This is an optimization exercise on Yosys and OpenROAD, whose aim is small area, a short achievable clock period and few clock cycles per item, not a production implementation. RTL that was checked went through simulation tests only; none was proved equivalent to the original. Power figures rest on the tool's default switching activity, not on a simulated workload.

// top
module top(
input clk,
input rst,
input  [31:0] b_rdata,
output [31:0] b_wdata,
output [31:0] addr,
output [3:0] we,
output en,
output rstout
    );
wire       ld_a;
wire [3:0] l;
wire       sel01, sel02;
assign rstout = ~rst;
processor po(
        .clk(clk),
        .ld_a(ld_a),
        .l(l),
        .sel01(sel01),
        .sel02(sel02),
        .b_rdata(b_rdata),
        .b_wdata(b_wdata)
    );
controller co(
        .clk(clk),
        .rst(rst),
        .b_rdata(b_rdata),
        .addr(addr),
        .we(we),
        .en(en),
        .ld_a(ld_a),
        .l(l),
        .sel01(sel01),
        .sel02(sel02)
    );
endmodule
clock: 6.0 ns
lec_check: 0
cap_margin: 20
core_margin: 2
core_utilization: 40
setup_slack_margin: 3.1
slew_margin: 20
standard.sh (not shown) runs the stock make flow with config.mk's settings and CLKGATE_MAP_FILE= SYNTH_SCRIPT=/design/flow/synth_recipe.tcl, a recipe that flattens the netlist after the stock synthesis.
==> flow/flow/run.sh <==
#!/bin/bash
set -e
export BUFFER_PORTS_ARGS="-buffer_cell sky130_fd_sc_hd__buf_2"
bash standard.sh > standard.log 2>&1
The starting point completed without violations.
Testbench counts at the start, summed over its fixed seeds: cycles 8,960, items 960.
Rerun with:
--- a/flow/design.v
+++ b/flow/design.v
@@ -1,28 +1,26 @@
 module processor(
 input   clk,
 input   ld_a,
 input   [3:0] l,
-input   sel01,
-input   sel02,
 input   [31:0] b_rdata,
 output  [31:0] b_wdata
     );
 reg [31:0] w1;
 always @(posedge clk) if (ld_a) w1 <= b_rdata;
 wire [63:0] p = {b_rdata, w1};
 wire [6:0] a0 = p[6:0],   a1 = p[13:7],  a2 = p[20:14], a3 = p[27:21];
 wire [6:0] b0 = p[34:28], b1 = p[41:35], b2 = p[48:42], b3 = p[55:49];
 wire [4:0] op = p[60:56];
 wire is_add = op[0], is_sub = op[1], is_mul = op[2], is_tra = op[3], is_det = op[4];
 wire is_as = is_add | is_sub;
-reg det_r;
-always @(posedge clk) det_r <= b_rdata[28];
-wire det0 = det_r & l[0];
+wire sel01 = l[0] | l[1];
+wire sel02 = l[0] | l[2];
+wire det0 = is_det & l[0];
 wire [6:0] ma = sel01 ? a0 : a2;
 wire [6:0] mb = sel01 ? a1 : a3;
 wire [6:0] max3 = ma + {ma[5:0], 1'b0};
 wire [6:0] mbx3 = mb + {mb[5:0], 1'b0};
 wire [6:0] na2 = ~a2 + 7'd1;
 wire [6:0] da = det0 ? a3 : (sel02 ? b0 : b1);
 wire [6:0] db = det0 ? na2 : (sel02 ? b2 : b3);
 wire mulen = is_mul | det0;
@@ -185,35 +183,32 @@
 assign u_s38 = u_s11 ^ u_c24 ^ u_s25;
 assign u_c39 = (u_s11 & u_c24) | (u_s11 & u_s25) | (u_c24 & u_s25);
 assign u_s40 = u_s14 ^ u_c26 ^ u_s27;
 wire [6:0] ra = {u_c39, u_c37, u_c35, u_c33, u_c31, u_c29, u_s15};
 wire [6:0] rb = {u_s40, u_s38, u_s36, u_s34, u_s32, u_s30, u_s28};
 wire [6:0] r = ra + rb;
 reg [27:0] res;
 always @(posedge clk) res <= {r[6] & ~s1_det, r[5:0], res[27:7]};
-assign b_wdata = {4'd0, res[20:14], res[27:21], res[6:0], res[13:7]};
+assign b_wdata = {4'd0, res};
 endmodule
 module controller(
 input clk,
 input rst,                
 input  [31:0] b_rdata,
 output [31:0] addr,
 output [3:0] we,
 output en,
 output ld_a,
-output [3:0] l,
-output sel01,
-output sel02
+output [3:0] l
     );
 reg r1, r2, c0, c1, c2, c3, c4, wr;
 reg [1:0] k;
 reg [3:0] widx;     
 reg       en_q, we_q;
-reg       s01, s02;    
 wire f    = ~(r1 | r2 | c0 | c1 | c2 | c3 | c4 | wr);
 wire done = k[1] & k[0];
 wire n_r1 = f & ~done;
 wire n_r2 = r1 & b_rdata[31];
 wire [1:0] n_k = wr ? k + 2'd1 : k;
 wire n_f  = ~(n_r1 | n_r2 | r2 | c0 | c1 | c2 | c3 | c4);
 reg [3:0] n_widx;
 always @(*) begin
@@ -233,71 +228,60 @@
         c2 <= 1'b0;
         c3 <= 1'b0;
         c4 <= 1'b0;
         wr <= 1'b0;
         k  <= 2'd0;
         widx <= 4'd0;
         en_q <= 1'b1;
         we_q <= 1'b0;
-        s01  <= 1'b0;
-        s02  <= 1'b0;
     end else begin
         r1 <= n_r1;
         r2 <= n_r2;
         c0 <= r2;
         c1 <= c0;
         c2 <= c1;
         c3 <= c2;
         c4 <= c3;
         wr <= c4;
         k  <= n_k;
         widx <= n_widx;
         en_q <= (n_f & ~(n_k[1] & n_k[0])) | n_r1 | n_r2 | c4;
         we_q <= c4;
-        s01  <= r2 | c0;
-        s02  <= c0 | c2;
     end
 end
 assign en   = en_q;
 assign we   = {4{we_q}};
 assign addr = {26'd0, widx, 2'b00};
 assign ld_a = r2;
-assign l    = {c2, c3, c0, c1};
-assign sel01 = s01;
-assign sel02 = s02;
+assign l    = {c3, c2, c1, c0};
 endmodule
 module top(
 input clk,
 input rst,
 input  [31:0] b_rdata,
 output [31:0] b_wdata,
 output [31:0] addr,
 output [3:0] we,
 output en,
 output rstout
     );
 wire       ld_a;
 wire [3:0] l;
-wire       sel01, sel02;
 assign rstout = ~rst;
 processor po(
         .clk(clk),
         .ld_a(ld_a),
         .l(l),
-        .sel01(sel01),
-        .sel02(sel02),
         .b_rdata(b_rdata),
         .b_wdata(b_wdata)
     );
 controller co(
         .clk(clk),
         .rst(rst),
         .b_rdata(b_rdata),
         .addr(addr),
         .we(we),
         .en(en),
         .ld_a(ld_a),
-        .l(l),
-        .sel01(sel01),
-        .sel02(sel02)
+        .l(l)
     );
 endmodule
What happened: Worst hold slack improved by 3.5 ps. Routed wire length rises by 8.1%. Sequential power decreases by about 5%. Design area climbs by 0.98%. Sequential share of layout area shrinks by 1.4 points. Combinational power rises by about 8%. Clock skew barely changes. Total power drops by 5.7%. Global-route usage grows by 0.87 points. Maximum frequency went down by 6.4%. Final cell count rises by 1.4%. Flip-flop and latch count decreases by 3. Setup slack got worse by 190 ps.
Only the layout flow was run in the second run of this note; the RTL was not checked for function there.

[re-timing with driven ports]
The results above use ideal ports. As a check the final layouts listed here were re-extracted and re-timed, cells and wires unchanged. Step 1 (the two cells are an assumption about what drives the block):
set clk [get_ports {clk}]
set_driving_cell -lib_cell sky130_fd_sc_hd__clkbuf_16 $clk
set_driving_cell -lib_cell sky130_fd_sc_hd__buf_2 [delete_from_list [all_inputs] $clk]
Step 2 moves the port delays by t, midway between the first and last clock arrival at a register: inputs arrive t later, outputs are due t later. That takes back most of the time a late clock gives input paths. a / b / c = ideal ports / drivers / drivers and shift; a / b = the first two.
| run | shift t [ns] | setup WS [ns] | worst hold slack (ns) | worst setup path after step 2 | worst register clock-pin slew, ns |
|---|---|---|---|---|---|
| the first run | 0.452 | 3.238 / 3.209 / 2.957 | 0.342 / 0.342 / 0.342 | input to register | 0.05 / 0.05 |
| the second run | 0.393 | 3.049 / 3.066 / 2.673 | 0.345 / 0.345 / 0.345 | input to register | 0.08 / 0.08 |
After both steps every run listed still meets setup and hold. The setup slack of the second run, which loses most, moves by +0.017 ns with the drivers and by -0.376 ns with both steps.
